This is an optimization exercise on Yosys and OpenROAD, whose aim is small area, not a production implementation.
Only simulation tests tie the RTL to the original design; equivalence was not proved.
Power is estimated from default activity; no workload was simulated.

$ cat flow/flow/run.sh
#!/bin/bash
# Standard layout, with two changes: the port buffers are the smallest
# buffer (buf_1), and clock tree synthesis uses smaller clock buffers and
# no dummy loads.
set -euo pipefail
export BUFFER_PORTS_ARGS="-buffer_cell sky130_fd_sc_hd__buf_1"
export CTS_ARGS="-sink_clustering_enable -repair_clock_nets -dont_use_dummy_load -buf_list {sky130_fd_sc_hd__clkbuf_4 sky130_fd_sc_hd__clkbuf_8} -root_buf sky130_fd_sc_hd__clkbuf_8 -tree_buf sky130_fd_sc_hd__clkbuf_8 -sink_clustering_buffer sky130_fd_sc_hd__clkbuf_4 -sink_clustering_size 11 -sink_clustering_max_diameter 40"
bash standard.sh > standard.log 2>&1
$ cat flow/standard.sh
#!/bin/bash
# synth_recipe.tcl (not shown) runs the flow's synth.tcl, then flattens the netlist and writes it again
# the make line also repeats each setting of config.mk as NAME=value (left out here)
make -C /OpenROAD-flow-scripts/flow DESIGN_CONFIG=/design/flow/config.mk WORK_HOME=/design/flow/orfs CLKGATE_MAP_FILE= SYNTH_SCRIPT=/design/flow/synth_recipe.tcl "${@:-finish}"
$ cat flow/config.mk
export PLATFORM = sky130hd
export DESIGN_NAME = pim_system
export DESIGN_NICKNAME = pim_system
export VERILOG_FILES = /design/flow/design.v
export SDC_FILE = /design/flow/constraint.sdc
export NUM_CORES = 4
export LEC_CHECK = 0
export CAP_MARGIN = 20
export CORE_MARGIN = 2
export CORE_UTILIZATION = 70
export PLACE_DENSITY = 0.8
export SLEW_MARGIN = 20
$ cat flow/constraint.sdc
create_clock -name core_clock -period 5.0 [get_ports {clk}]
set_input_delay 1.0000 -clock core_clock [delete_from_list [all_inputs] [get_ports {clk}]]
set_output_delay 1.0000 -clock core_clock [all_outputs]
set_load 0.01 [all_outputs]
$ cat flow/design.v
`timescale 1ns / 1ps
module pim_system #(
    parameter int BUS_WIDTH_BITS           = 64,
    parameter int CMD_SIZE_BITS            = 64,
    parameter int FETCH_BUS_TRANSFERS      = 128,
    parameter int MACS_PER_CYCLE           = 16,
    parameter int PIM_BASE_LATENCY_CYCLES  = 20,
    parameter int FETCH_CYCLES             = 5,
    parameter int STORE_CYCLES             = 5,
    parameter int SEQUENCER_FIFO_DEPTH     = 4,
    parameter int MICROPROG_LEN_WORDS      = 4,
    parameter int ADDR_WIDTH_BITS          = 64,
    parameter int MEM_DEPTH_WORDS          = 1024
)(
    input  logic clk,
    input  logic rst_n,
    input  logic cpu_cmd_valid,
    input  logic [CMD_SIZE_BITS-1:0]  cpu_cmd_data,
    output logic cpu_cmd_ready,
    input  logic cpu_microprog_valid,
    input  logic [CMD_SIZE_BITS*MICROPROG_LEN_WORDS-1:0] cpu_microprog_data,
    output logic cpu_microprog_ack,
    input  logic cpu_execute_seq_valid,
    output logic cpu_execute_seq_ready,
    output logic pim_system_idle,
    output logic sequencer_busy_out
);
    localparam int CW = 13;    
    localparam int EW = 4*CW;  
    function automatic logic [CW-1:0] encode(input logic [63:0] w);
        logic c, b, r;
        c = (w[63:56] == 8'h03);
        b = (w[63:56] == 8'h01) || (w[63:56] == 8'h02) || (w[63:56] == 8'h04);
        r = |w[3:0];
        encode = {!c || (w[4] && r), w[15:6], c ? w[5] : b, c && (w[4] || r)};
    endfunction
    logic [EW-1:0] mem [0:3];
    logic [3:0] valid_q;
    logic [3:0] move;
    logic       ack_q;
    logic       empty, full, do_write, do_read;
    logic [EW-1:0] wdata;
    assign wdata = {encode(cpu_microprog_data[255:192]), encode(cpu_microprog_data[191:128]),
                    encode(cpu_microprog_data[127:64]),  encode(cpu_microprog_data[63:0])};
    assign empty    = (valid_q == 4'b0000);
    assign full     = (valid_q == 4'b1111);
    assign do_write = cpu_microprog_valid && !full;
    assign move[3] = do_read;
    assign move[2] = valid_q[2] && (!valid_q[3] || move[3]);
    assign move[1] = valid_q[1] && (!valid_q[2] || move[2]);
    assign move[0] = valid_q[0] && (!valid_q[1] || move[1]);
    always_ff @(posedge clk) begin
        if (do_write) mem[0] <= wdata;
        for (int k = 1; k < 4; k++)
            if (move[k-1]) mem[k] <= mem[k-1];
    end
    always_ff @(posedge clk or negedge rst_n) begin
        if (!rst_n) begin
            valid_q <= '0;
            ack_q   <= 1'b0;
        end else begin
            ack_q <= do_write;
            valid_q[0] <= do_write || (valid_q[0] && !move[0]);
            for (int k = 1; k < 4; k++)
                valid_q[k] <= move[k-1] || (valid_q[k] && !move[k]);
        end
    end
    logic [4:0] seq_q;
    logic [EW-1:0] prog_q;
    logic       seq_busy, seq_issue;
    logic       ctrl_busy, accept;
    assign seq_busy  = (seq_q != 5'd0);
    assign seq_issue = seq_q[4] && !seq_q[3] && !seq_q[0];
    assign do_read   = (seq_q == 5'd14);
    always_ff @(posedge clk) begin
        if (do_read) prog_q <= mem[3];
    end
    always_ff @(posedge clk or negedge rst_n) begin
        if (!rst_n)
            seq_q <= 5'd0;
        else if (!seq_busy)
            seq_q <= empty ? 5'd0 : 5'd6;
        else if (seq_q[4] && seq_q[3])
            seq_q <= 5'd0;
        else if (!seq_q[4] || !ctrl_busy)
            seq_q <= seq_q + 5'd1;
    end
    logic [12:0] ctr_q;
    logic        rnd_q;
    logic [CW-1:0] code;
    logic [12:0]   start;
    always_comb begin
        code = encode(cpu_cmd_data) & {CW{!seq_issue}};
        for (int k = 0; k < 4; k++)
            code = code | (prog_q[k*CW +: CW] & {CW{seq_issue && seq_q[2:1] == 2'(k)}});
    end
    logic special;
    assign special = code[12] && !code[0];
    assign start = !special ? {1'b1, ~code[11:0]} : code[1] ? 13'd8075 : 13'd19;
    assign ctrl_busy = (ctr_q != {8'd0, 4'b1100, rnd_q});
    assign accept    = !ctrl_busy && (seq_issue || cpu_cmd_valid);
    always_ff @(posedge clk or negedge rst_n) begin
        if (!rst_n) begin
            ctr_q <= 13'd24;
            rnd_q <= 1'b0;
        end else if (accept) begin
            ctr_q <= start;
            rnd_q <= code[12] && code[0];
        end else if (ctrl_busy) begin
            ctr_q <= ctr_q + 13'd1;
        end
    end
    assign cpu_cmd_ready         = cpu_cmd_valid && !seq_issue && !ctrl_busy;
    assign cpu_microprog_ack     = ack_q;
    assign cpu_execute_seq_ready = !empty && !seq_busy;
    assign pim_system_idle       = !ctrl_busy && !seq_busy && empty;
    assign sequencer_busy_out    = seq_busy;
endmodule
==> impl_metrics.tcl, run 1 <==
set metrics [dict create \
    hold_viol 0 \
    core_mm2 0.01388 \
    cts_tree "built" \
    p_per_area_mw_per_mm2 355.4 \
    hpwl_um 9921 \
    async_reset_ff_share_pct 8.451 \
    io_pins 330 \
    final_util_pct 78.63 \
    r2r_slack_ns 2.49 \
    grt_pass1_wl_um 22470 \
    synth_cell_type_count 47 \
    finalWirelength_um 14470 \
    p_leak_nw 3.446 \
    slew_viol_final 0 \
    finalSetupViolCount 0 \
    post_cts_resized 0 \
    clockBufferDepth 3 \
    critPathSlowestCell "dfrtp_1" \
    die_area_mm2 0.01522 \
    synthTopCellsByArea "edfxtp_1 78%, dfrtp_1 5.5%, mux4_2 2.9%" \
    yosys.area.top_type "edfxtp_1" \
    ant_nets 0 \
    num_vias 4804 \
    start_util_pct 71.84 \
    rsz0062_at_grt "false" \
    yosysSeqAreaShare_pct 84.34 \
    synthesis.area_mm2 0.009972 \
    maxCapViolCount 0 \
    worstHoldPathCells 0 \
    port_buffers 128 \
    hold_end "mem[1][17]" \
    syn_inst 513 \
    r2r-end "mem[1][6]" \
    synth_edf_count 260 \
    drtPass1Iterations 4 \
    groute.usage.overall_pct 19.92 \
    areaGrowthSynthToFinish_pct 9.448 \
    antenna_found_initial 0 \
    ys_seq_elements 284 \
    grt_pass1_vias 4784 \
    slew-limit-headroom_pct 43.92 \
    overflow 0 \
    worst_slack_ns 1.610 \
    period_share_pct 67.79 \
    clk_pin_slew_ns 0.11 \
    drt_iter0_markers 349 \
    dieHeight_um 123.4 \
    ctsRootBufferMaster "clkbuf_8" \
    syn_avg_cell_area_um2 19.44 \
    yosysWarnings 2 \
    cts_buffers 30 \
    place_worst_setup_slack_ns 1.864 \
    synthFlopType "edfxtp_1" \
    crit_family "simple AND/OR/NAND/NOR gates" \
    grt_start_max_net_pins 54 \
    remaining_drc_errors 0 \
    hp-start "mem[0][17]" \
    post-cts-setup-buffer-count 0 \
    cp_slowest_stage_delay_ns 0.72 \
    rows 43 \
    die_w_um 123.4 \
    synth_nets 842 \
    crit_fanout 17 \
    outcome "complete, no violations" \
    cts_hold_buffers 0 \
    wire_per_inst_um 17.14 \
    path_cells "nor3_1 -> inv_1 -> nor3b_1 -> buf_1" \
    worstSetupPathDepth 4 \
    min_period_ns 3.390 \
    worst-path-buf-inv 2 \
    rr_worst_depth 4 \
    worst_pin_slew_ns 0.8412 \
    num_antenna_cells 0 \
    synth.top_cell.area_share_pct 78.29 \
    required_ns 4.00 \
    worst-setup-path-type "reg -> out" \
    finalNetCount 995 \
    htree_levels 1 \
    viasPerCell 5.692 \
    whs_ns 0.4076 \
    crit_arrival_ns 2.39 \
    finalClockSkew_ns 0.04238 \
    clock-sinks 284 \
    fmax_mhz 295.0 \
    cp-end-kind "output pin" \
    hold_path.class "reg -> reg" \
    setup_tns_ns 0 \
    drive_above_1_share_pct 9.488 \
    clock_latency_ns 0.54 \
    start_kind "register" \
    p_total_mw 3.879 \
    timing.rr.start "seq_q[2]" \
    peakVddDrop_v 0.0002248 \
    gp_congestion 0.8606 \
]
cells in the mapped netlist (2+ instances only):
library cell  instances
edfxtp_1            260
nand2_1              40
dfrtp_1              22
nor2_1               16
mux4_2               13
nand3_1              12
o21ai_0              12
nand4_1              11
nor3_1               11
a21oi_1              10
nor4_1                9
or4_1                 9
xnor2_1               9
clkbuf_1              8
inv_1                 8
nand2b_1              5
and2_1                4
ha_1                  4
mux2i_1               4
nor2b_1               4
o21a_1                4
xor2_1                4
nand3b_1              3
a221oi_1              2
a22o_1                2
a31oi_1               2
buf_2                 2
dfstp_2               2
o31ai_1               2
or4_4                 2
routing by layer:
layer	wire length (um)	vias to the layer above	track usage, %
met5	0	-	0
met4	310	0	8.097
li1	-	2315	-
met1	5651	2258	24.66
met2	7500	199	34.99
met3	1007	32	3.690
sequential cells by signal (all words and copies together), names as in the netlist:
signal / cells
ctr_q: 13
ack_q: 1
valid_q: 4
mem: 208
seq_q: 5
prog_q: 52
rnd_q: 1
kinds of logic after synthesis:
family	count (synthesis)	share of synthesized area, %
xor+xnor	13	1.142
buf+inv	20	0.8532
compound gates	41	2.673
simple gates	133	7.039
flops	284	84.34
fa+ha+maj	4	0.5019
mux	18	3.450
cell usage in the layout (no fill, tap or decap), types with 7 or more instances in the layout:
master / n
edfxtp_1: 260
buf_1: 128
nand2_1: 40
clkbuf_4: 27
dfrtp_1: 22
nor2_1: 16
mux4_2: 13
nand3_1: 12
o21ai_0: 12
nor3_1: 11
nand4_1: 11
a21oi_1: 10
nor4_1: 9
xnor2_1: 9
or4_1: 9
inv_1: 7
through the flow:
step | cells | instance area [um2]
after floorplan | 513 | 9972
after global placement | 814 | 10670
after detailed placement | 814 | 10670
after CTS | 844 | 10910
after global routing | 844 | 10910
final | 844 | 10910
where the power goes:
part           switching, mW  internal (mW)  leakage [nW]  total [mW]
clock                  0.597          0.306         0.146       0.903
sequential            0.0725           2.68          2.60        2.75
combinational          0.123          0.100         0.704       0.223
layout make-up:
cell class,count,area [um2]
clock buffer,30,244.0
fill,740,2967
inverter,8,31.28
multi-input combinational,209,1485
sequential,284,8411
tap,180,225.2
timing repair buffer,133,518.0
worst max path at each step:
stage	slack, ns	to	from
2_1_floorplan	2.21	pim_system_idle	seq_q[1]
4_1_cts	1.55	pim_system_idle	seq_q[2]
5_1_grt	1.47	pim_system_idle	seq_q[2]
6_report	1.61	pim_system_idle	seq_q[2]
3_3_place_gp	1.89	ctr_q[4]	cpu_cmd_data[60]
3_5_place_dp	1.86	ctr_q[4]	cpu_cmd_data[60]
==> inputs of run 2 (changes only) <==
==> flow/flow/run.sh (replaced) <==
#!/bin/bash
# Standard layout, with two changes: the port buffers are the smallest
# buffer (buf_1), and clock tree synthesis uses smaller clock buffers and
# no dummy loads.
set -euo pipefail
export BUFFER_PORTS_ARGS="-buffer_cell sky130_fd_sc_hd__buf_1"
export CTS_ARGS="-sink_clustering_enable -repair_clock_nets -dont_use_dummy_load -buf_list {sky130_fd_sc_hd__clkbuf_4} -sink_clustering_size 10 -sink_clustering_max_diameter 35"
bash standard.sh > standard.log 2>&1
==> run 2 against run 1 <==
  * Critical endpoint unchanged
  * Worst setup slack lost 0.042 ns
  * Register-to-register slack is essentially flat
  * Area after synthesis is the same
==> impl_metrics.tcl, run 2 <==
set metrics [dict create \
    slew-limit-headroom_pct 41.87 \
    ctsRootBufferMaster "clkbuf_4" \
    rows 43 \
    core_mm2 0.01388 \
    cp-end-kind "output pin" \
    remaining_drc_errors 0 \
    groute.usage.overall_pct 20.31 \
    areaGrowthSynthToFinish_pct 9.937 \
    htree_levels 2 \
    worst-setup-path-type "reg -> out" \
    finalClockSkew_ns 0.06963 \
    fmax_mhz 291.4 \
    worst_slack_ns 1.569 \
    grt_start_max_net_pins 54 \
    hp-start "mem[3][23]" \
    cts_hold_buffers 0 \
    largest_reg_flops 208 \
    rsz0062_at_grt "false" \
    period_share_pct 68.63 \
    required_ns 4.00 \
    post_cts_resized 0 \
    maxCapViolCount 0 \
    reg_top3 "mem (208), prog_q (52), ctr_q (13)" \
    worst_pin_slew_ns 0.8719 \
    layout_common_cells "260 x edfxtp_1, 128 x buf_1, 40 x nand2_1, 39 x clkbuf_4, 22 x dfrtp_1" \
    r2r_slack_ns 2.50 \
    wire_per_inst_um 17.12 \
    port_buffers 128 \
    grt_pass1_wl_um 22640 \
    io_pins 330 \
    die_area_mm2 0.01522 \
    r2r-end "mem[1][18]" \
    clock_latency_ns 0.62 \
    synthesis.area_mm2 0.009972 \
    clockBufferDepth 3 \
    synth_nets 842 \
    regMostFlops "mem" \
    start_util_pct 71.84 \
    ant_nets 0 \
    syn_inst 513 \
    regArea_mm2 0.008411 \
    clock-sinks 284 \
    async_reset_ff_share_pct 8.451 \
    p_per_area_mw_per_mm2 361.2 \
    multi_input_area_mm2 0.001485 \
    drive_above_1_share_pct 10.70 \
    outcome "complete, no violations" \
    viasPerCell 5.753 \
    hold_viol 0 \
    worstHoldPathCells 0 \
    crit_fanout 17 \
    synth.top_cell.area_share_pct 78.29 \
    setup_tns_ns 0 \
    synthTopCellsByArea "edfxtp_1 78%, dfrtp_1 5.5%, mux4_2 2.9%" \
    cts_buffers 39 \
    hold_path.class "reg -> reg" \
    final_common_cell "edfxtp_1" \
    n_fill_cell 730 \
    num_vias 4907 \
    drtPass1Iterations 5 \
    dieHeight_um 123.4 \
    die_w_um 123.4 \
    gp_congestion 0.8606 \
    start_kind "register" \
    rr_worst_depth 4 \
    syn_avg_cell_area_um2 19.44 \
    p_leak_nw 3.480 \
    setup.worst_path.start "seq_q[2]" \
    peakVddDrop_v 0.0002274 \
    place_worst_setup_slack_ns 1.864 \
    slew_viol_final 0 \
    hold_end "prog_q[23]" \
    finalSetupViolCount 0 \
    hpwl_um 9921 \
    drt_iter0_markers 345 \
    finalWirelength_um 14600 \
    finalNetCount 1004 \
    antenna_found_initial 0 \
    synth.most_common_cell "edfxtp_1" \
    yosys.area.top_type "edfxtp_1" \
    yosysSeqAreaShare_pct 84.34 \
    ys_seq_elements 284 \
    synth_common_cells "260 x edfxtp_1, 40 x nand2_1, 22 x dfrtp_1" \
    num_antenna_cells 0 \
    min_period_ns 3.431 \
    post-cts-setup-buffer-count 0 \
    clk_pin_slew_ns 0.09 \
    synthFlopType "edfxtp_1" \
    overflow 0 \
    grt_pass1_vias 4874 \
    synth_edf_count 260 \
    crit_arrival_ns 2.43 \
    yosysWarnings 2 \
    cts_tree "built" \
    timing.rr.start "seq_q[2]" \
    synth_cell_type_count 47 \
]
==> run 2: cell types whose count changed in the layout (fill, tap and decap cells not counted) <==
cell / delta
clkbuf_4: +12
clkbuf_8: -3
==> run 2: layout make-up <==
type,instances,share of cell area [%]
Sequential cell,284,76.72
Multi-Input combinational cell,209,13.55
Timing Repair Buffer,133,4.725
Clock buffer,39,2.671
Tap cell,180,2.054
Inverter,8,0.2853
==> run 2: kinds of logic (layout without fill, tap and decap cells) <==
group / after synthesis / after routing / share of synthesized area, %
flip-flops: 284 / 284 / 84.34
adder cells (fa/ha/maj): 4 / 4 / 0.5019
multiplexers: 18 / 18 / 3.450
buffers and inverters: 20 / 180 / 0.8532
XOR/XNOR: 13 / 13 / 1.142
AO/OA/AOI/OAI: 41 / 41 / 2.673
AND/OR/NAND/NOR: 133 / 133 / 7.039
==> run 2: critical path, cell delays in order (launching register included) <==
cell     delay [ns]
dfrtp_1        0.71
nor3_1         0.49
inv_1          0.17
nor3b_1        0.29
buf_1          0.19
==> run 2: worst max-delay path by stage <==
stage,end,slack (ns)
after global routing,pim_system_idle,1.47
after detailed placement,ctr_q[4],1.86
after global placement,ctr_q[4],1.89
final,pim_system_idle,1.57
after floorplan,pim_system_idle,2.21
after CTS,pim_system_idle,1.53
==> run 2: power breakdown <==
| part | switching, mW | internal [mW] |
|---|---|---|
| logic | 0.123 | 0.100 |
| clock network | 0.623 | 0.360 |
| registers | 0.0720 | 2.68 |
| total | 0.818 | 3.14 |
==> run 2: routing by layer <==
layer / global-route usage (%) / vias up / part of all wire [%]
li1: - / 2337 / -
met1: 23.97 / 2292 / 38
met2: 35.34 / 238 / 52
met3: 5.028 / 40 / 7.7
met4: 9.375 / 0 / 2.6
met5: 0 / - / 0
==> run 2: through the flow <==
stage                     std cells  hold WS, ns  util, %  total power [mW]  instance area [um2]
after floorplan                 513       0.4003        -             2.927                 9972
after global placement          814       0.4024    76.83             3.002                10670
after detailed placement        814       0.4045    76.83             3.026                10670
after CTS                       853       0.3948    78.94             4.001                10960
after global routing            853       0.4020    78.98             4.123                10960
final                           853       0.3943    78.98             3.960                10960
==> inputs of run 3 (changes only) <==
==> flow/flow/run.sh (replaced) <==
#!/bin/bash
# Standard layout, with two changes: the port buffers are the smallest
# buffer (buf_1), and clock tree synthesis uses smaller clock buffers and
# no dummy loads.
set -euo pipefail
export BUFFER_PORTS_ARGS="-buffer_cell sky130_fd_sc_hd__buf_1"
export CTS_ARGS="-sink_clustering_enable -repair_clock_nets -dont_use_dummy_load -buf_list {sky130_fd_sc_hd__clkbuf_2 sky130_fd_sc_hd__clkbuf_8} -root_buf sky130_fd_sc_hd__clkbuf_8 -tree_buf sky130_fd_sc_hd__clkbuf_8 -sink_clustering_buffer sky130_fd_sc_hd__clkbuf_2 -sink_clustering_size 7 -sink_clustering_max_diameter 30"
bash standard.sh > standard.log 2>&1
==> run 3 against run 2 <==
  * Sequential power barely moved
  * Worst hold slack got worse by 0.0023 ns
  * Combinational power barely moved
  * Maximum frequency rose by 3.3%
  * Global-route usage rose by 0.23 points
  * First-iteration DRC count rose by 6.4%
  * Wire length rose by 1.5%
  * Worst setup slack improved by 0.11 ns
  * Register-to-register slack improved by 0.02 ns
  * Critical path type unchanged
  * Largest power group unchanged
  * Highest routed layer unchanged
==> impl_metrics.tcl, run 3 <==
set metrics [dict create \
    outcome "complete, no violations" \
    die_w_um 123.4 \
    syn_avg_cell_area_um2 19.44 \
    muxShareOfSynthArea_pct 3.450 \
    grt_start_max_net_pins 54 \
    grt_pass1_vias 4953 \
    drive_above_1_share_pct 12.26 \
    finalSetupViolCount 0 \
    syn_inst 513 \
    place_worst_setup_slack_ns 1.864 \
    groute.usage.overall_pct 20.53 \
    final_util_pct 79.02 \
    synth_common_cells "260 x edfxtp_1, 40 x nand2_1, 22 x dfrtp_1" \
    grt_pass1_wl_um 22840 \
    peakVddDrop_v 0.0002094 \
    clk_pin_slew_ns 0.10 \
    ctsRootBufferMaster "clkbuf_8" \
    p_leak_nw 3.527 \
    synthesis.area_mm2 0.009972 \
    timing.rr.start "ctr_q[4]" \
    synth-xor-area-share_pct 1.142 \
    maxCapViolCount 0 \
    required_ns 4.00 \
    worst_slack_ns 1.678 \
    pwr-share-seq_pct 69.2 \
    io_pins 330 \
    synthTopCellsByArea "edfxtp_1 78%, dfrtp_1 5.5%, mux4_2 2.9%" \
    multi_input_area_mm2 0.001485 \
    worst-setup-path-type "reg -> out" \
    ys_seq_elements 284 \
    clkPwrFrac_pct 25.1 \
    synthFlopType "edfxtp_1" \
    p_sw_mw 0.8590 \
    regArea_mm2 0.008411 \
    areaGrowthSynthToFinish_pct 10.00 \
    p_int_mw 3.117 \
    post_cts_resized 0 \
    die_area_mm2 0.01522 \
    p_per_area_mw_per_mm2 362.5 \
    overflow 0 \
    finalNetCount 1016 \
    start_kind "register" \
    hold_viol 0 \
    start_util_pct 71.84 \
    final_common_cell "edfxtp_1" \
    hpwl_um 9921 \
    reg_top3 "mem (208), prog_q (52), ctr_q (13)" \
    synthAdderAreaFrac_pct 0.5019 \
    cts_tree "built" \
    regMostFlops "mem" \
    htree_levels 2 \
    viasPerCell 5.769 \
    drt_iter0_markers 367 \
    min_period_ns 3.322 \
    remaining_drc_errors 0 \
    stdcell_count 865 \
    yosysSeqAreaShare_pct 84.34 \
    wire_per_inst_um 17.12 \
    synth.top_cell.area_share_pct 78.29 \
    period_share_pct 66.44 \
    gp_congestion 0.8606 \
    cts_buffers 51 \
    hp-start "mem[2][13]" \
    synth.most_common_cell "edfxtp_1" \
    worst_pin_slew_ns 0.8603 \
    synth_cell_type_count 47 \
    comb_power_share_pct 5.6 \
    setup.worst_path.start "seq_q[2]" \
    cp_slowest_stage_delay_ns 0.71 \
    fmax_mhz 301.0 \
    yosys.area.top_type "edfxtp_1" \
    dp_cells 814 \
    crit_fanout 17 \
    path_cells "nor3_1 -> inv_1 -> nor3b_1 -> buf_1" \
    setup_tns_ns 0 \
    clockBufferDepth 3 \
    synth_edf_count 260 \
    synth_top_family_by_area "simple AND/OR/NAND/NOR gates" \
    clock-sinks 284 \
    core_mm2 0.01388 \
    async_reset_ff_share_pct 8.451 \
    hold_path.class "reg -> reg" \
    slew_viol_final 0 \
    largest_reg_flops 208 \
    synthSimpleGateAreaFrac_pct 7.039 \
    post-cts-setup-buffer-count 0 \
    critPathSlowestCell "dfrtp_1" \
    synth_compound_area_share_pct 2.673 \
    p_sw_share_pct 21.60 \
    rows 43 \
    ant_nets 0 \
    dieHeight_um 123.4 \
    finalClockSkew_ns 0.05947 \
    rsz0062_at_grt "false" \
    num_vias 4990 \
    n_fill_cell 743 \
    drtPass1Iterations 7 \
    port_buffers 128 \
    finalWirelength_um 14810 \
    synth_nets 842 \
    antenna_found_initial 0 \
    cp-end-kind "output pin" \
    cts_hold_buffers 0 \
    slew-limit-headroom_pct 42.65 \
    clock_latency_ns 0.53 \
    num_antenna_cells 0 \
    layout_common_cells "260 x edfxtp_1, 128 x buf_1, 46 x clkbuf_2, 40 x nand2_1, 22 x dfrtp_1" \
    yosysWarnings 2 \
    crit_arrival_ns 2.32 \
]
==> run 3: kinds of logic after synthesis <==
logic type,after synthesis
XOR/XNOR,13
flip-flops,284
AND/OR/NAND/NOR,133
multiplexers,18
AO/OA/AOI/OAI,41
buffers and inverters,20
adder cells (fa/ha/maj),4
==> run 3: power groups by stage <==
stage	Sequential (mW)	Clock, mW	Combinational (mW)
floorplan	2.78	0	0.142
finish	2.75	0.999	0.223
global route	2.76	1.13	0.249
global placement	2.80	0	0.206
CTS	2.75	1.04	0.223
detailed placement	2.80	0	0.221
==> run 3: final timing paths <==
path / endpoint / depth (start not counted) / slack (ns)
setup / recovery: pim_system_idle / 4 / 1.68
hold / removal: mem[3][13] / 0 / 0.39
setup reg to reg: ctr_q[4] / 6 / 2.52
hold reg to reg: mem[3][13] / 0 / 0.39
max in group asynchronous: ctr_q[4] / 2 / 4.21
min in group asynchronous: seq_q[1] / 2 / 0.44
==> run 3: critical path, delay by kind of cell, from the launching register on <==
kind	cells	cell delay (ns)
and+or+nand+nor	2	0.77
DFF	1	0.71
buffers and inverters	2	0.36
==> run 3: final cells by class <==
class	count	share of cell area (%)
inverters	8	0.2852
multi-input cells	209	13.54
repair buffers	133	4.722
flip-flops and latches	284	76.67
clock buffers	51	2.726
well taps	180	2.053
==> run 3: per-layer routing <==
layer	wire [um]	vias to the layer above	share of wire, %	GRT usage (%)
met4	342	0	2.3	8.807
met5	0	-	0	0
met1	5572	2331	38	24.21
li1	-	2353	-	-
met3	1209	39	8.2	5.351
met2	7689	267	52	35.89
==> run 3: stage by stage <==
stage               power, mW  hold slack [ns]  area, um2
global route            4.143           0.4033      10970
CTS                     4.018           0.3970      10960
detailed placement      3.026           0.4045      10670
global placement        3.002           0.4024      10670
floorplan               2.927           0.4003       9972
finish                  3.976           0.3919      10970
==> inputs of run 4 (changes only) <==
==> flow/run.sh (new file) <==
#!/bin/bash
# synth_recipe.tcl (not shown) runs the flow's synth.tcl, then flattens the netlist and writes it again
# the make line also repeats each setting of config.mk as NAME=value (left out here)
make -C /OpenROAD-flow-scripts/flow DESIGN_CONFIG=/design/flow/config.mk WORK_HOME=/design/flow/orfs CLKGATE_MAP_FILE= SYNTH_SCRIPT=/design/flow/synth_recipe.tcl finish
--- a/flow/config.mk
+++ b/flow/config.mk
@@ -8,5 +8,8 @@
 export CAP_MARGIN = 20
 export CORE_MARGIN = 2
 export CORE_UTILIZATION = 70
+export CTS_BUF_LIST = sky130_fd_sc_hd__clkbuf_4 sky130_fd_sc_hd__clkbuf_8
+export CTS_CLUSTER_DIAMETER = 40
+export CTS_CLUSTER_SIZE = 11
 export PLACE_DENSITY = 0.8
 export SLEW_MARGIN = 20
removed: flow/flow/run.sh
removed: flow/standard.sh
==> run 4 against run 3 <==
  * Critical path type unchanged
  * Cell count up 0.46%
  * Worst setup slack worse by 0.67 ns
  * Utilization up 8.2 points
  * Largest cell class unchanged
  * Die area unchanged
  * Largest power group unchanged
  * Clock power up 53%
==> impl_metrics.tcl, run 4 <==
set metrics [dict create \
    antenna_found_initial 0 \
    maxCapViolCount 0 \
    syn_avg_cell_area_um2 19.44 \
    final_common_cell "edfxtp_1" \
    dieHeight_um 123.4 \
    finalNetCount 994 \
    htree_levels 1 \
    gp_congestion 0.8656 \
    outcome "complete, no violations" \
    worst-setup-path-type "reg -> out" \
    layout_common_cells "260 x edfxtp_1, 127 x clkdlybuf4s50_1, 40 x nand2_1, 32 x clkbuf_8" \
    post_cts_resized 0 \
    areaGrowthSynthToFinish_pct 21.39 \
    synth.top_cell.area_share_pct 78.29 \
    whs_ns 0.4149 \
    num_vias 5182 \
    setup_tns_ns 0 \
    finalSetupViolCount 0 \
    grt_pass1_vias 5487 \
    syn_inst 513 \
    min_period_ns 3.988 \
    core_mm2 0.01388 \
    synth_cell_type_count 47 \
    p_per_area_mw_per_mm2 379.0 \
    hpwl_um 11510 \
    rsz0062_at_grt "false" \
    drive_above_1_share_pct 12.92 \
    synth_edf_count 260 \
    rr_worst_depth 5 \
    post-cts-setup-buffer-count 0 \
    yosys.area.top_type "edfxtp_1" \
    remaining_drc_errors 0 \
    p_leak_nw 3.999 \
    synthTopCellsByArea "edfxtp_1 78%, dfrtp_1 5.5%, mux4_2 2.9%" \
    clockBufferDepth 3 \
    start_util_pct 71.84 \
    yosysWarnings 2 \
    async_reset_ff_share_pct 8.451 \
    overflow 0 \
    synth.most_common_cell "edfxtp_1" \
    port_buffers 128 \
    slew-limit-headroom_pct 39.81 \
    dp_cells 813 \
    ant_nets 0 \
    synth_common_cells "260 x edfxtp_1, 40 x nand2_1, 22 x dfrtp_1" \
    crit_arrival_ns 2.99 \
    drt_iter0_markers 459 \
    hold_path.class "reg -> reg" \
    synthFlopType "edfxtp_1" \
    cp-end-kind "output pin" \
    period_share_pct 79.76 \
    yosysSeqAreaShare_pct 84.34 \
    clock_latency_ns 0.55 \
    io_pins 330 \
    die_area_mm2 0.01522 \
    ys_seq_elements 284 \
    finalClockSkew_ns 0.01130 \
    cts_hold_buffers 0 \
    cts_buffers 30 \
    ctsRootBufferMaster "clkbuf_8" \
    grt_pass1_wl_um 28230 \
    n_fill_cell 524 \
    num_antenna_cells 0 \
    synth_nets 842 \
    reg_top3 "mem (208), prog_q (52), ctr_q (13)" \
    regMostFlops "mem" \
    die_w_um 123.4 \
    slew_viol_final 0 \
    grt_start_max_net_pins 54 \
    clk_pin_slew_ns 0.08 \
    worst_pin_slew_ns 0.9028 \
    groute.usage.overall_pct 25.23 \
    finalWirelength_um 18460 \
    required_ns 4.00 \
    cts_tree "built" \
    drtPass1Iterations 5 \
    fmax_mhz 250.7 \
    largest_reg_flops 208 \
    start_kind "register" \
    clock-sinks 284 \
    synthesis.area_mm2 0.009972 \
    peakVddDrop_v 0.0002873 \
    stdcell_count 869 \
    viasPerCell 5.963 \
    rows 43 \
    hold_viol 0 \
    crit_fanout 8 \
    worstHoldPathCells 0 \
    wire_per_inst_um 21.24 \
]
## run 4: worst max-delay path, stage by stage, from the launching register on
cell	delay, ns
dfrtp_1	0.50
inv_1	0.15
ha_1	0.17
nand2b_1	0.07
nor3_1	0.39
inv_1	0.22
nor3b_1	0.33
clkdlybuf4s50_1	0.60
## run 4: final cells by class
type / count / area [um2] / area share (%)
Multi-Input combinational cell: 209 / 1491 / 12.32
Clock inverter: 2 / 35.03 / 0.2894
Sequential cell: 284 / 8411 / 69.48
Inverter: 8 / 31.28 / 0.2584
Timing Repair Buffer: 132 / 1306 / 10.79
Clock buffer: 54 / 605.6 / 5.003
Tap cell: 180 / 225.2 / 1.860
## run 4: per-layer routing
metal	global-route usage, %	part of all wire [%]	vias to the layer above
li1	-	-	2325
met1	31.28	36	2523
met2	44.88	53	293
met3	4.982	7.9	41
met4	8.452	2.5	0
met5	0	0	-
## run 4: per-stage QoR
step                setup slack [ns]  total power, mW  area (um2)  util, %
finish                         1.012            4.588       12110    87.21
global route                  0.8874            4.738       12110    87.21
CTS                            1.043            4.616       12100    87.18
detailed placement             1.468            3.099       11460    82.57
global placement               1.577            3.065       11460    82.55
floorplan                      2.208            2.927        9972        -
## run 4: path summary, 6_finish.rpt
kind	slack [ns]	to	startpoint
setup / recovery	1.01	pim_system_idle	seq_q[0]
hold / removal	0.41	mem[2][5]	mem[1][5]
setup reg to reg	2.29	ctr_q[4]	seq_q[4]
hold reg to reg	0.41	mem[2][5]	mem[1][5]
max in group asynchronous	4.18	seq_q[1]	rst_n
min in group asynchronous	0.44	seq_q[0]	rst_n
## run 4: report_power, final
part	internal [mW]	switching, mW	leakage [nW]
clock network	0.806	0.720	0.349
registers	2.68	0.0816	2.60
logic	0.164	0.135	1.05
total	3.65	0.936	4.00
## run 4: logic make-up after synthesis
family                     share of synthesized area, %
buffers and inverters                            0.8532
xor gates and xnor gates                          1.142
AOI/OAI and AO/OA                                 2.673
and+or+nand+nor                                   7.039
adders and majority gates                        0.5019
muxes                                             3.450
DFF                                               84.34
==> inputs of run 5 (changes only) <==
==> flow/flow/run.sh (new file) <==
#!/bin/bash
# The standard layout (standard.sh: standard synthesis, floorplan,
# placement, CTS, routing), with two changes passed through the ORFS
# variables it reads:
#  - port buffers are the smallest buffer, buf_1 (every port still gets one);
#  - clock tree synthesis builds its tree from clkbuf_8 and its leaves from
#    clkbuf_4 in clusters of at most 11 sinks, without dummy loads.
# The whole make run's output goes to standard.log; ORFS keeps each
# tool's own log under orfs/logs/.
set -euo pipefail
export BUFFER_PORTS_ARGS="-buffer_cell sky130_fd_sc_hd__buf_1"
export CTS_ARGS="-sink_clustering_enable -repair_clock_nets -dont_use_dummy_load -buf_list {sky130_fd_sc_hd__clkbuf_4 sky130_fd_sc_hd__clkbuf_8} -root_buf sky130_fd_sc_hd__clkbuf_8 -tree_buf sky130_fd_sc_hd__clkbuf_8 -sink_clustering_buffer sky130_fd_sc_hd__clkbuf_4 -sink_clustering_size 11 -sink_clustering_max_diameter 40"
bash standard.sh > standard.log 2>&1
==> flow/standard.sh (new file) <==
#!/bin/bash
# synth_recipe.tcl (not shown) runs the flow's synth.tcl, then flattens the netlist and writes it again
# the make line also repeats each setting of config.mk as NAME=value (left out here)
make -C /OpenROAD-flow-scripts/flow DESIGN_CONFIG=/design/flow/config.mk WORK_HOME=/design/flow/orfs CLKGATE_MAP_FILE= SYNTH_SCRIPT=/design/flow/synth_recipe.tcl "${@:-finish}"
==> flow/config.mk (replaced) <==
export PLATFORM = sky130hd
export DESIGN_NAME = pim_system
export DESIGN_NICKNAME = pim_system
export VERILOG_FILES = /design/flow/design.v
export SDC_FILE = /design/flow/constraint.sdc
export NUM_CORES = 4
export LEC_CHECK = 0
export CAP_MARGIN = 20
export CORE_MARGIN = 2
export CORE_UTILIZATION = 60
export PLACE_DENSITY = 0.7
export SLEW_MARGIN = 20
removed: flow/run.sh
==> run 5 against run 4 <==
  * Maximum frequency rose by 16%
  * Design area fell by 9.1%
  * Combinational power fell by 25%
  * Global-route usage fell by 8.3 points
  * Critical path depth did not move
  * Total power fell by 14%
  * Non-clock buffer count rose by 1
  * Via count fell by 7.1%
  * Area after synthesis did not move
  * Critical endpoint unchanged
  * Largest power group unchanged
==> impl_metrics.tcl, run 5 <==
set metrics [dict create \
    post-cts-setup-buffer-count 0 \
    post_cts_resized 0 \
    grt_pass1_wl_um 23080 \
    cts_buffers 34 \
    synth_common_cells "260 x edfxtp_1, 40 x nand2_1, 22 x dfrtp_1" \
    cp-end-kind "output pin" \
    cts_tree "built" \
    finalWirelength_um 14260 \
    cp_slowest_stage_delay_ns 0.62 \
    crit_arrival_ns 2.45 \
    fmax_mhz 289.9 \
    p_total_mw 3.966 \
    hold_viol 0 \
    pwr-share-seq_pct 69.4 \
    drive_above_1_share_pct 10.18 \
    core_mm2 0.01641 \
    drt_iter0_markers 342 \
    worst-setup-path-type "reg -> out" \
    slew-limit-headroom_pct 43.99 \
    yosysSeqAreaShare_pct 84.34 \
    antenna_found_initial 0 \
    reg_top3 "mem (208), prog_q (52), ctr_q (13)" \
    drtPass1Iterations 4 \
    outcome "complete, no violations" \
    die_area_mm2 0.01767 \
    finalNetCount 999 \
    grt_start_max_net_pins 55 \
    p_sw_share_pct 20.74 \
    synth_cell_type_count 47 \
    path_cells "inv_1 -> ha_1 -> nand2b_1 -> nor3_1 -> inv_1 -> nor3b_1 -> buf_1" \
    synth.top_cell.area_share_pct 78.29 \
    overflow 0 \
    synthesis.area_mm2 0.009972 \
    synth_nets 842 \
    finalClockSkew_ns 0.05670 \
    hold_path.class "reg -> reg" \
    critPathSlowestCell "dfrtp_2" \
    slew_viol_final 0 \
    num_vias 4815 \
    grt_pass1_vias 4798 \
    die_w_um 132.9 \
    period_share_pct 69.00 \
    groute.usage.overall_pct 16.93 \
    layout_common_cells "260 x edfxtp_1, 128 x buf_1, 40 x nand2_1, 29 x clkbuf_4, 21 x dfrtp_1" \
    ys_seq_elements 284 \
    clk_pin_slew_ns 0.10 \
    worst_pin_slew_ns 0.8392 \
    rsz0062_at_grt "false" \
    largest_reg_flops 208 \
    wire_per_inst_um 16.06 \
    port_buffers 128 \
    ctsRootBufferMaster "clkbuf_8" \
    synth.most_common_cell "edfxtp_1" \
    htree_levels 2 \
    r2r_slack_ns 2.18 \
    remaining_drc_errors 0 \
    io_pins 330 \
    clockBufferDepth 3 \
    regMostFlops "mem" \
    setup_tns_ns 0 \
    rows 47 \
    num_antenna_cells 0 \
    hpwl_um 9340 \
    p_int_mw 3.143 \
    gp_congestion 0.9240 \
    peakVddDrop_v 0.0002142 \
    clkPwrFrac_pct 25.0 \
    worst_slack_ns 1.550 \
    areaGrowthSynthToFinish_pct 10.38 \
    yosysWarnings 2 \
    syn_avg_cell_area_um2 19.44 \
    ant_nets 0 \
    comb_power_share_pct 5.6 \
    dieHeight_um 132.9 \
    whs_ns 0.3717 \
    min_period_ns 3.450 \
    required_ns 4.00 \
    start_util_pct 60.78 \
    synth_edf_count 260 \
    viasPerCell 5.422 \
    syn_inst 513 \
    finalSetupViolCount 0 \
    yosys.area.top_type "edfxtp_1" \
    final_common_cell "edfxtp_1" \
    p_leak_nw 3.468 \
    clock-sinks 284 \
    synthTopCellsByArea "edfxtp_1 78%, dfrtp_1 5.5%, mux4_2 2.9%" \
    start_kind "register" \
    cts_hold_buffers 0 \
    crit_fanout 17 \
    synthFlopType "edfxtp_1" \
    place_worst_setup_slack_ns 1.760 \
    crit_top_cell "inv_1" \
    clock_latency_ns 0.51 \
    async_reset_ff_share_pct 8.451 \
    maxCapViolCount 0 \
    p_per_area_mw_per_mm2 360.3 \
    p_sw_mw 0.8227 \
]
[run 5: cell types whose count changed in the layout (fill, tap and decap cells not counted), moves of 7 or more]
cell | previous run | this run
buf_1 | 0 | 128
clkdlybuf4s50_1 | 127 | 0
clkbuf_8 | 32 | 5
clkbuf_4 | 22 | 29
[run 5: critical path, delay by kind of cell (launching register included)]
family | cells | cell delay, ns
buffers and inverters | 3 | 0.52
adder cells (fa/ha/maj) | 1 | 0.17
flip-flops | 1 | 0.62
AND/OR/NAND/NOR | 3 | 0.65
[run 5: path summary, 6_finish.rpt]
kind,end,start,cells after the start
worst max register to register,mem[1][39],seq_q[2],5
worst max-delay path,pim_system_idle,seq_q[1],7
max in group asynchronous,ctr_q[4],rst_n,2
min in group asynchronous,valid_q[0],rst_n,2
worst min register to register,mem[3][18],mem[2][18],0
worst min-delay path,mem[3][18],mem[2][18],0
[run 5: metal layers]
layer | vias up | share of wire (%) | GRT usage [%]
li1 | 2315 | - | -
met2 | 186 | 51 | 28.21
met5 | - | 0 | 0
met3 | 29 | 6.7 | 4.368
met1 | 2285 | 40 | 21.15
met4 | 0 | 2.2 | 7.766
[run 5: stage by stage]
stage	area (um2)	cells	utilization, %
floorplan	9972	513	-
global placement	10720	854	65.31
detailed placement	10720	854	65.31
CTS	11000	888	67.06
global route	11010	888	67.09
finish	11010	888	67.09
[run 5: cell type report]
cell class / instances / area [um2]
clock buffer: 34 / 286.5
fill: 1105 / 5400
inverter: 8 / 31.28
multi-input combinational: 209 / 1484
sequential: 284 / 8412
tap: 220 / 275.3
timing repair buffer: 133 / 518.0
[run 5: cell families after synthesis]
logic type / Yosys count / synth area share, %
AOI/OAI and AO/OA: 41 / 2.673
xor gates and xnor gates: 13 / 1.142
adders and majority gates: 4 / 0.5019
buffers and inverters: 20 / 0.8532
DFF: 284 / 84.34
muxes: 18 / 3.450
and+or+nand+nor: 133 / 7.039
[run 5: power by group through the flow]
stage          Clock [mW]  Sequential (mW)  Combinational, mW
2_1_floorplan           0             2.78              0.142
3_3_place_gp            0             2.80              0.206
3_5_place_dp            0             2.80              0.225
4_1_cts              1.04             2.75              0.226
5_1_grt              1.13             2.76              0.248
6_report            0.990             2.75              0.223
==> inputs of run 6 (changes only) <==
--- a/flow/config.mk
+++ b/flow/config.mk
@@ -7,6 +7,6 @@
 export LEC_CHECK = 0
 export CAP_MARGIN = 20
 export CORE_MARGIN = 2
-export CORE_UTILIZATION = 60
-export PLACE_DENSITY = 0.7
+export CORE_UTILIZATION = 75
+export PLACE_DENSITY = 0.85
 export SLEW_MARGIN = 20
==> run 6 against run 5 <==
  * Combinational power rose by 3%
  * Die area fell by 19%
  * Register-to-register slack got worse by 0.26 ns
  * Highest routed layer unchanged
  * Via count rose by 6.5%
  * Area after synthesis did not move
  * Clock power barely moved
  * Maximum frequency fell by 4.6%
  * Still clean
  * Largest power group unchanged
  * Worst setup slack got worse by 0.16 ns
  * Wire length rose by 22%
  * Sequential share of layout area rose by 0.43 points
==> impl_metrics.tcl, run 6 <==
set metrics [dict create \
    io_pins 330 \
    cts_buffers 34 \
    peakVddDrop_v 0.0003014 \
    rows 42 \
    crit_arrival_ns 2.61 \
    largest_reg_flops 208 \
    synthFlopType "edfxtp_1" \
    cts_hold_buffers 0 \
    synthTopCellsByArea "edfxtp_1 78%, dfrtp_1 5.5%, mux4_2 2.9%" \
    cts_tree "built" \
    port_buffers 128 \
    slew_viol_final 0 \
    min_period_ns 3.615 \
    clock_latency_ns 0.52 \
    core_mm2 0.01314 \
    maxCapViolCount 0 \
    final_area_mm2 0.01094 \
    post-cts-setup-buffer-count 0 \
    groute.usage.overall_pct 25.98 \
    antenna_found_initial 0 \
    num_antenna_cells 0 \
    finalNetCount 998 \
    synth_edf_count 260 \
    hold_end "mem[1][3]" \
    hpwl_um 12220 \
    comb_power_share_pct 5.8 \
    clock-sinks 284 \
    synth_common_cells "260 x edfxtp_1, 40 x nand2_1, 22 x dfrtp_1" \
    yosysSeqAreaShare_pct 84.34 \
    regMostFlops "mem" \
    p_sw_share_pct 20.94 \
    clockBufferDepth 3 \
    remaining_drc_errors 0 \
    placed_area_mm2 0.01065 \
    grt_start_max_net_pins 54 \
    rsz0062_at_grt "false" \
    post_cts_resized 0 \
    grt_pass1_wl_um 27060 \
    final_common_cell "edfxtp_1" \
    clk_pin_slew_ns 0.10 \
    drtPass1Iterations 5 \
    drive_above_1_share_pct 9.895 \
    num_vias 5127 \
    fmax_mhz 276.7 \
    timing.rr.start "ctr_q[4]" \
    worstHoldPathCells 0 \
    die_w_um 119.3 \
    p_sw_mw 0.8324 \
    finalWirelength_um 17460 \
    reg_top3 "mem (208), prog_q (52), ctr_q (13)" \
    p_leak_nw 3.466 \
    required_ns 4.00 \
    setup_tns_ns 0 \
    finalClockSkew_ns 0.04689 \
    synth_cell_type_count 47 \
    syn_avg_cell_area_um2 19.44 \
    synth.most_common_cell "edfxtp_1" \
    overflow 0 \
    wire_per_inst_um 20.71 \
    synth_nets 842 \
    synth.top_cell.area_share_pct 78.29 \
    p_int_mw 3.143 \
    slew-limit-headroom_pct 40.58 \
    start_kind "register" \
    period_share_pct 72.29 \
    clkPwrFrac_pct 24.9 \
    yosys.area.top_type "edfxtp_1" \
    worst_pin_slew_ns 0.8881 \
    finalSetupViolCount 0 \
    r2r-end "ctr_q[4]" \
    areaGrowthSynthToFinish_pct 9.749 \
    hold_path.class "reg -> reg" \
    ys_seq_elements 284 \
    p_per_area_mw_per_mm2 363.3 \
    hp-start "mem[0][3]" \
    worst-setup-path-type "reg -> out" \
    viasPerCell 6.082 \
    die_area_mm2 0.01423 \
    crit_fanout 15 \
    yosysWarnings 2 \
    syn_inst 513 \
    pwr-share-seq_pct 69.3 \
    ant_nets 0 \
    gp_congestion 0.8204 \
    hold_viol 0 \
    async_reset_ff_share_pct 8.451 \
    start_util_pct 75.90 \
    r2r_slack_ns 1.92 \
    htree_levels 2 \
    n_fill_cell 589 \
    synthesis.area_mm2 0.009972 \
    outcome "complete, no violations" \
    ctsRootBufferMaster "clkbuf_8" \
    layout_common_cells "260 x edfxtp_1, 128 x buf_1, 40 x nand2_1, 29 x clkbuf_4, 22 x dfrtp_1" \
    dieHeight_um 119.3 \
    cp-end-kind "output pin" \
    rr_worst_depth 5 \
    grt_pass1_vias 5262 \
    drt_iter0_markers 592 \
]
run 6: cell count changes in the layout (fill, tap and decap cells not counted):
cell,change
and2_2,-1
and2_4,+1
buf_4,-1
dfrtp_1,+1
dfrtp_2,-1
run 6: how the worst max path moves through the flow:
stage / depth (start not counted) / from / to
after global routing: 4 / ctr_q[4] / pim_system_idle
after detailed placement: 6 / cpu_cmd_data[60] / ctr_q[4]
after CTS: 4 / ctr_q[4] / pim_system_idle
after floorplan: 8 / seq_q[1] / pim_system_idle
final: 4 / ctr_q[4] / pim_system_idle
after global placement: 6 / cpu_cmd_data[60] / ctr_q[4]
run 6: power by group through the flow:
stage | logic [mW] | clock network [mW] | registers [mW]
after floorplan | 0.142 | 0 | 2.78
after global placement | 0.209 | 0 | 2.80
after detailed placement | 0.229 | 0 | 2.81
after CTS | 0.229 | 1.03 | 2.75
after global routing | 0.252 | 1.12 | 2.77
final | 0.229 | 0.991 | 2.76
run 6: critical path: stages (launching register included):
cell and delay [ns]:
dfstp_2 0.58, nor4bb_1 0.33, nand4_1 0.62, nor3b_1 0.42
buf_1 0.20
run 6: cell families after synthesis:
family                     after synthesis  synth area share [%]
AOI/OAI and AO/OA                       41                 2.673
xor gates and xnor gates                13                 1.142
adders and majority gates                4                0.5019
buffers and inverters                   20                0.8532
DFF                                    284                 84.34
muxes                                   18                 3.450
and+or+nand+nor                        133                 7.039
run 6: cell type report:
| class | count | area (um2) | area share (%) |
|---|---|---|---|
| Sequential cell | 284 | 8411 | 76.85 |
| Multi-Input combinational cell | 209 | 1485 | 13.57 |
| Tap cell | 176 | 220.2 | 2.012 |
| Inverter | 8 | 31.28 | 0.2858 |
| Timing Repair Buffer | 132 | 510.5 | 4.664 |
| Clock buffer | 34 | 286.5 | 2.618 |
run 6: per-stage QoR:
| step | utilization [%] | power (mW) | instances | worst slack (ns) | hold slack, ns |
|---|---|---|---|---|---|
| floorplan | - | 2.927 | 513 | 2.208 | 0.4003 |
| global placement | 81.09 | 3.007 | 809 | 1.785 | 0.4008 |
| detailed placement | 81.09 | 3.036 | 809 | 1.785 | 0.4045 |
| CTS | 83.27 | 4.009 | 843 | 1.354 | 0.3940 |
| global route | 83.30 | 4.137 | 843 | 1.179 | 0.4104 |
| finish | 83.30 | 3.976 | 843 | 1.385 | 0.4028 |
run 6: layer usage:
layer,global-route usage (%),up-vias,routed length [um]
li1,-,2312,-
met1,34.60,2439,6618
met2,43.14,313,8860
met3,5.795,63,1403
met4,9.853,0,578
met5,0,-,0
==> inputs of run 7 (changes only) <==
--- a/flow/config.mk
+++ b/flow/config.mk
@@ -7,6 +7,6 @@
 export LEC_CHECK = 0
 export CAP_MARGIN = 20
 export CORE_MARGIN = 2
-export CORE_UTILIZATION = 75
-export PLACE_DENSITY = 0.85
+export CORE_UTILIZATION = 70
+export PLACE_DENSITY = 0.8
 export SLEW_MARGIN = 20
==> run 7 against run 6 <==
  * Total power is 2.4% lower
  * Wire length is 17% lower
  * Non-clock buffer count is 1 higher
  * Largest cell class unchanged
  * Worst hold slack better by 0.0048 ns
  * Highest routed layer unchanged
  * Still clean
  * Critical endpoint unchanged
  * Cell count is 0.12% higher
  * Worst setup slack better by 0.22 ns
  * Sequential share of layout area is 0.21 points higher
  * Combinational power is 3% lower
  * Area after synthesis stayed put
  * Via count is 6.3% lower
  * Flip-flop and latch count stayed put
  * First-iteration DRC count is 41% lower
==> impl_metrics.tcl, run 7 <==
set metrics [dict create \
    outcome "complete, no violations" \
    synth_top_family_by_area "simple AND/OR/NAND/NOR gates" \
    wl_met3_um 1007 \
    htree_levels 1 \
    fmax_mhz 295.0 \
    ctsRootBufferMaster "clkbuf_8" \
    drt_iter0_markers 349 \
    muxShareOfSynthArea_pct 3.450 \
    synth.most_common_cell "edfxtp_1" \
    clock-sinks 284 \
    synthAdderAreaFrac_pct 0.5019 \
    worst_pin_slew_ns 0.8412 \
    cp-end-kind "output pin" \
    cts_buffers 30 \
    drtPass1Iterations 4 \
    regMostFlops "mem" \
    rsz0062_at_grt "false" \
    groute.usage.overall_pct 19.92 \
    num_vias 4804 \
    p_per_area_mw_per_mm2 355.4 \
    wl_met2_um 7500 \
    synth_edf_count 260 \
    synth_cell_type_count 47 \
    min_period_ns 3.390 \
    syn_inst 513 \
    start_util_pct 71.84 \
    post_cts_resized 0 \
    path_cells "nor3_1 -> inv_1 -> nor3b_1 -> buf_1" \
    stdcell_count 844 \
    finalSetupViolCount 0 \
    worst-path-buf-inv 2 \
    reg_top3 "mem (208), prog_q (52), ctr_q (13)" \
    wire_per_inst_um 17.14 \
    crit_arrival_ns 2.39 \
    syn_avg_cell_area_um2 19.44 \
    yosys.area.top_type "edfxtp_1" \
    synth.top_cell.area_share_pct 78.29 \
    remaining_drc_errors 0 \
    grt_start_max_net_pins 54 \
    worst-setup-path-type "reg -> out" \
    hold_path.class "reg -> reg" \
    viasPerCell 5.692 \
    peakVddDrop_v 0.0002248 \
    final_common_cell "edfxtp_1" \
    p_leak_nw 3.446 \
    crit_family "simple AND/OR/NAND/NOR gates" \
    grt_pass1_vias 4784 \
    antenna_found_initial 0 \
    start_kind "register" \
    slew-limit-headroom_pct 43.92 \
    areaGrowthSynthToFinish_pct 9.448 \
    rows 43 \
    synth-xor-area-share_pct 1.142 \
    yosysWarnings 2 \
    hpwl_um 9921 \
    synth_nets 842 \
    grt_pass1_wl_um 22470 \
    ys_seq_elements 284 \
    die_w_um 123.4 \
    num_antenna_cells 0 \
    hold_viol 0 \
    maxCapViolCount 0 \
    async_reset_ff_share_pct 8.451 \
    finalWirelength_um 14470 \
    core_mm2 0.01388 \
    overflow 0 \
    cts_tree "built" \
    drive_above_1_share_pct 9.488 \
    port_buffers 128 \
    setup_tns_ns 0 \
    io_pins 330 \
    crit_fanout 17 \
    synthesis.area_mm2 0.009972 \
    finalClockSkew_ns 0.04238 \
    finalNetCount 995 \
    cts_hold_buffers 0 \
    gp_congestion 0.8606 \
    dp_cells 814 \
    slew_viol_final 0 \
    synth_compound_area_share_pct 2.673 \
    critPathSlowestCell "dfrtp_1" \
    clock_latency_ns 0.54 \
    ant_nets 0 \
    synth_common_cells "260 x edfxtp_1, 40 x nand2_1, 22 x dfrtp_1" \
    largest_reg_flops 208 \
    required_ns 4.00 \
    clockBufferDepth 3 \
    post-cts-setup-buffer-count 0 \
    cp_slowest_stage_delay_ns 0.72 \
    die_area_mm2 0.01522 \
    synthTopCellsByArea "edfxtp_1 78%, dfrtp_1 5.5%, mux4_2 2.9%" \
    synthFlopType "edfxtp_1" \
    highest_layer "met4" \
    layout_common_cells "260 x edfxtp_1, 128 x buf_1, 40 x nand2_1, 27 x clkbuf_4, 22 x dfrtp_1" \
    period_share_pct 67.79 \
    dieHeight_um 123.4 \
    yosysSeqAreaShare_pct 84.34 \
    clk_pin_slew_ns 0.11 \
    synthSimpleGateAreaFrac_pct 7.039 \
    met1_length_um 5651 \
]
==> run 7: path summary, 6_finish.rpt <==
| check | slack [ns] | endpoint | depth (start not counted) | start |
|---|---|---|---|---|
| setup / recovery | 1.61 | pim_system_idle | 4 | seq_q[2] |
| hold / removal | 0.41 | mem[1][17] | 0 | mem[0][17] |
| setup reg to reg | 2.49 | mem[1][6] | 4 | seq_q[2] |
| hold reg to reg | 0.41 | mem[1][17] | 0 | mem[0][17] |
| max in group asynchronous | 4.22 | ctr_q[3] | 2 | rst_n |
| min in group asynchronous | 0.46 | seq_q[2] | 2 | rst_n |
==> run 7: power by group <==
part	total, mW	switching [mW]	internal, mW
clock network	0.903	0.597	0.306
logic	0.223	0.123	0.100
registers	2.75	0.0725	2.68
==> run 7: area by class of cell <==
type,instances,area (um2)
inverters,8,31.28
well taps,180,225.2
flip-flops and latches,284,8411
multi-input cells,209,1485
clock buffers,30,244.0
fillers,740,2967
repair buffers,133,518.0
==> run 7: logic make-up (layout without fill, tap and decap cells) <==
group | count (synthesis) | in the layout
buffers and inverters | 20 | 171
DFF | 284 | 284
adders and majority gates | 4 | 4
muxes | 18 | 18
AOI/OAI and AO/OA | 41 | 41
and+or+nand+nor | 133 | 133
xor gates and xnor gates | 13 | 13
==> run 7: worst reg2reg max path, stage by stage, from the launching register on <==
cell	delay [ns]
dfrtp_1	0.91
and3_1	0.29
nand2_1	0.13
nand4_1	0.15
and2_4	0.58
==> run 7: metal layers <==
layer,vias up,track usage (%)
met5,-,0
met4,0,8.097
met3,32,3.690
met2,199,34.99
met1,2258,24.66
li1,2315,-
==> run 7: stage by stage <==
stage	setup WS (ns)	power (mW)	area [um2]	util (%)	hold WS (ns)
CTS	1.553	3.914	10910	78.59	0.4106
finish	1.610	3.879	10910	78.63	0.4076
floorplan	2.208	2.927	9972	-	0.4003
detailed placement	1.864	3.026	10670	76.83	0.4045
global placement	1.887	3.002	10670	76.83	0.4024
global route	1.470	4.044	10910	78.63	0.4192
==> inputs of run 8 (changes only) <==
--- a/flow/design.v
+++ b/flow/design.v
@@ -82,8 +82,8 @@
             seq_q <= empty ? 5'd0 : 5'd6;
         else if (seq_q[4] && seq_q[3])
             seq_q <= 5'd0;
-        else if (!seq_q[4] || !ctrl_busy)
-            seq_q <= seq_q + 5'd1;
+        else
+            seq_q <= seq_q + {4'd0, !seq_q[4] || !ctrl_busy};
     end
     logic [12:0] ctr_q;
     logic        rnd_q;
@@ -103,11 +103,9 @@
         if (!rst_n) begin
             ctr_q <= 13'd24;
             rnd_q <= 1'b0;
-        end else if (accept) begin
-            ctr_q <= start;
-            rnd_q <= code[12] && code[0];
-        end else if (ctrl_busy) begin
-            ctr_q <= ctr_q + 13'd1;
+        end else begin
+            ctr_q <= accept ? start : ctr_q + {12'd0, ctrl_busy};
+            if (accept) rnd_q <= code[12] && code[0];
         end
     end
     assign cpu_cmd_ready         = cpu_cmd_valid && !seq_issue && !ctrl_busy;
==> run 8 against run 7 <==
  * Still clean
  * Via count grew 1.5%
  * Clock power increased by about 10%
  * Register-to-register slack worse by 0.25 ns
  * Clock skew grew 0.0033 ns
  * Combinational power fell by 11%
  * Worst hold slack got worse by 0.0074 ns
  * Sequential power about the same
  * Non-clock buffer count increased by 2
  * Flip-flop and latch count unchanged
  * Maximum frequency grew 3.9%
  * Global-route usage up 2.0 points
  * Cell count is 0.71% higher
  * Highest routed layer unchanged
==> impl_metrics.tcl, run 8 <==
set metrics [dict create \
    crit_family "simple AND/OR/NAND/NOR gates" \
    period_share_pct 65.23 \
    crit_arrival_ns 2.26 \
    worst_pin_slew_ns 1.071 \
    yosys.area.top_type "edfxtp_1" \
    slew-limit-headroom_pct 27.69 \
    fmax_mhz 306.6 \
    p_sw_share_pct 20.58 \
    async_reset_ff_share_pct 8.451 \
    start_util_pct 71.48 \
    port_buffers 128 \
    grt_start_max_net_pins 55 \
    finalNetCount 999 \
    hpwl_um 10750 \
    crit_fanout 5 \
    clkPwrFrac_pct 25.2 \
    final_common_cell "edfxtp_1" \
    wire_per_inst_um 18.23 \
    gp_congestion 0.9037 \
    die_w_um 123.1 \
    comb_power_share_pct 5.0 \
    start_kind "register" \
    cts_tree "built" \
    hold_viol 0 \
    ctsRootBufferMaster "clkbuf_8" \
    stdcell_count 850 \
    synth.top_cell.area_share_pct 78.69 \
    synth.most_common_cell "edfxtp_1" \
    hold_path.class "reg -> reg" \
    rsz0062_at_grt "false" \
    post-cts-setup-buffer-count 0 \
    finalWirelength_um 15490 \
    viasPerCell 5.738 \
    synth_common_cells "260 x edfxtp_1, 43 x nand2_1, 28 x nor2_1" \
    yosysSeqAreaShare_pct 84.77 \
    p_per_area_mw_per_mm2 361.2 \
    drtPass1Iterations 5 \
    synth_cell_type_count 46 \
    largest_reg_flops 208 \
    post_cts_resized 0 \
    peakVddDrop_v 0.0003248 \
    syn_avg_cell_area_um2 19.61 \
    min_period_ns 3.262 \
    ant_nets 0 \
    drt_iter0_markers 389 \
    io_pins 330 \
    finalSetupViolCount 0 \
    remaining_drc_errors 0 \
    cts_hold_buffers 0 \
    synthTopCellsByArea "edfxtp_1 79%, dfrtp_1 5.5%, mux4_2 3.0%" \
    synthesis.area_mm2 0.009922 \
    cp_slowest_stage_delay_ns 0.58 \
    p_int_mw 3.146 \
    synth_nets 835 \
    areaGrowthSynthToFinish_pct 10.53 \
    pwr-share-seq_pct 69.8 \
    yosysWarnings 2 \
    outcome "complete, no violations" \
    clk_pin_slew_ns 0.10 \
    num_vias 4877 \
    worst-setup-path-type "reg -> out" \
    grt_pass1_vias 4859 \
    ys_seq_elements 284 \
    rows 43 \
    dp_cells 812 \
    htree_levels 2 \
    core_mm2 0.01388 \
    reg_top3 "mem (208), prog_q (52), ctr_q (13)" \
    die_area_mm2 0.01514 \
    syn_inst 506 \
    grt_pass1_wl_um 24030 \
    groute.usage.overall_pct 21.95 \
    drive_above_1_share_pct 10.18 \
    synth_edf_count 260 \
    synthFlopType "edfxtp_1" \
    dieHeight_um 123.1 \
    overflow 0 \
    slew_viol_final 0 \
    p_leak_nw 3.496 \
    finalClockSkew_ns 0.04565 \
    regMostFlops "mem" \
    antenna_found_initial 2 \
    clock-sinks 284 \
    clock_latency_ns 0.51 \
    path_cells "nor4bb_1 -> nand4_1 -> nor3_1 -> buf_1" \
    clockBufferDepth 3 \
    cts_buffers 35 \
    setup_tns_ns 0 \
    cp-end-kind "output pin" \
    maxCapViolCount 0 \
    p_sw_mw 0.8154 \
    critPathSlowestCell "dfstp_2" \
    layout_common_cells "260 x edfxtp_1, 128 x buf_1, 43 x nand2_1, 30 x clkbuf_4, 28 x nor2_1" \
    required_ns 4.00 \
    worst-path-buf-inv 1 \
]
run 8: cell types whose count changed after synthesis, moves of 5 or more:
cell / previous run / this run
a21oi_1: 10 / 5
nand3_1: 12 / 7
nor2_1: 16 / 28
o21ai_0: 12 / 7
inv_1: 8 / 3
o311ai_1: 0 / 5
run 8: path summary, 6_finish.rpt:
path | from | end | slack, ns | cells after the start
max in group asynchronous | rst_n | ctr_q[3] | 4.20 | 2
hold reg to reg | mem[1][1] | mem[2][1] | 0.40 | 0
setup reg to reg | seq_q[1] | mem[3][27] | 2.24 | 6
hold / removal | mem[1][1] | mem[2][1] | 0.40 | 0
min in group asynchronous | rst_n | seq_q[1] | 0.47 | 2
setup / recovery | ctr_q[4] | pim_system_idle | 1.74 | 4
run 8: routing by layer:
metal	routed length [um]	global-route usage, %
met1	5891	27.70
met2	8004	36.53
met3	1237	4.935
met4	361	10.87
met5	0	0
run 8: power by group through the flow:
stage	sequential (mW)	combinational [mW]	clock (mW)
3_5_place_dp	2.81	0.198	0
2_1_floorplan	2.79	0.130	0
5_1_grt	2.77	0.223	1.13
4_1_cts	2.76	0.199	1.04
6_report	2.76	0.199	0.997
3_3_place_gp	2.80	0.183	0
run 8: cell families (layout without fill, tap and decap cells):
group / after synthesis / in the layout / share of synthesized area [%]
and+or+nand+nor: 143 / 143 / 7.465
DFF: 284 / 284 / 84.77
xor gates and xnor gates: 13 / 13 / 1.148
buffers and inverters: 11 / 173 / 0.4413
other: 0 / 2 / 0
adders and majority gates: 4 / 4 / 0.5044
AOI/OAI and AO/OA: 37 / 37 / 2.623
muxes: 14 / 14 / 3.052
run 8: layout make-up:
class | instances | area (um2)
Antenna cell | 2 | 5.005
Clock buffer | 35 | 294.0
Fill cell | 735 | 2914
Inverter | 3 | 11.26
Multi-Input combinational cell | 211 | 1475
Sequential cell | 284 | 8411
Tap cell | 180 | 225.2
Timing Repair Buffer | 135 | 545.5
run 8: metrics by stage:
step	setup slack [ns]	hold WS (ns)	total power, mW	instance area (um2)	utilization, %
final	1.738	0.4002	3.961	10970	79.01
after global routing	1.652	0.4087	4.125	10970	79.01
after CTS	1.777	0.4074	3.998	10940	78.81
after detailed placement	1.967	0.4045	3.012	10650	76.69
after global placement	2.079	0.4014	2.983	10650	76.69
after floorplan	1.917	0.4003	2.917	9922	-

-- re-timing with driven ports --
In the flow no input, the clock included, has a driving cell. The finished layouts below were timed again as built, in two steps. Step 1: set_driving_cell puts a clkbuf_16 on clk and a buf_2 on each other input, an assumption about the parent block. Step 2 adds t to the input delays and takes it off the output delays; t is the mean of the earliest and latest rising clock arrival at the registers after step 1. Input paths then give back, and output paths get back, about the clock's delay inside the block. a / b / c = ideal ports / drivers / drivers and shift; a / b = the first two.
run | shift t [ns] | setup slack, ns | worst setup path after step 2 | pins driven straight from the clock port
run 1 | 0.551 | 1.610 / 1.574 / 1.843 | input to register | 1
run 2 | 0.621 | 1.569 / 1.535 / 1.803 | input to register | 1
run 3 | 0.533 | 1.678 / 1.642 / 1.808 | input to register | 1
run 4 | 0.574 | 1.012 / 0.978 / 1.417 | input to register | 1
run 5 | 0.518 | 1.550 / 1.513 / 1.742 | input to register | 1
run 6 | 0.530 | 1.385 / 1.348 / 1.755 | input to register | 1
run 7 | 0.551 | 1.610 / 1.574 / 1.843 | input to register | 1
run 8 | 0.522 | 1.738 / 1.704 / 1.870 | input to register | 1
After both steps every run listed still meets setup and hold.
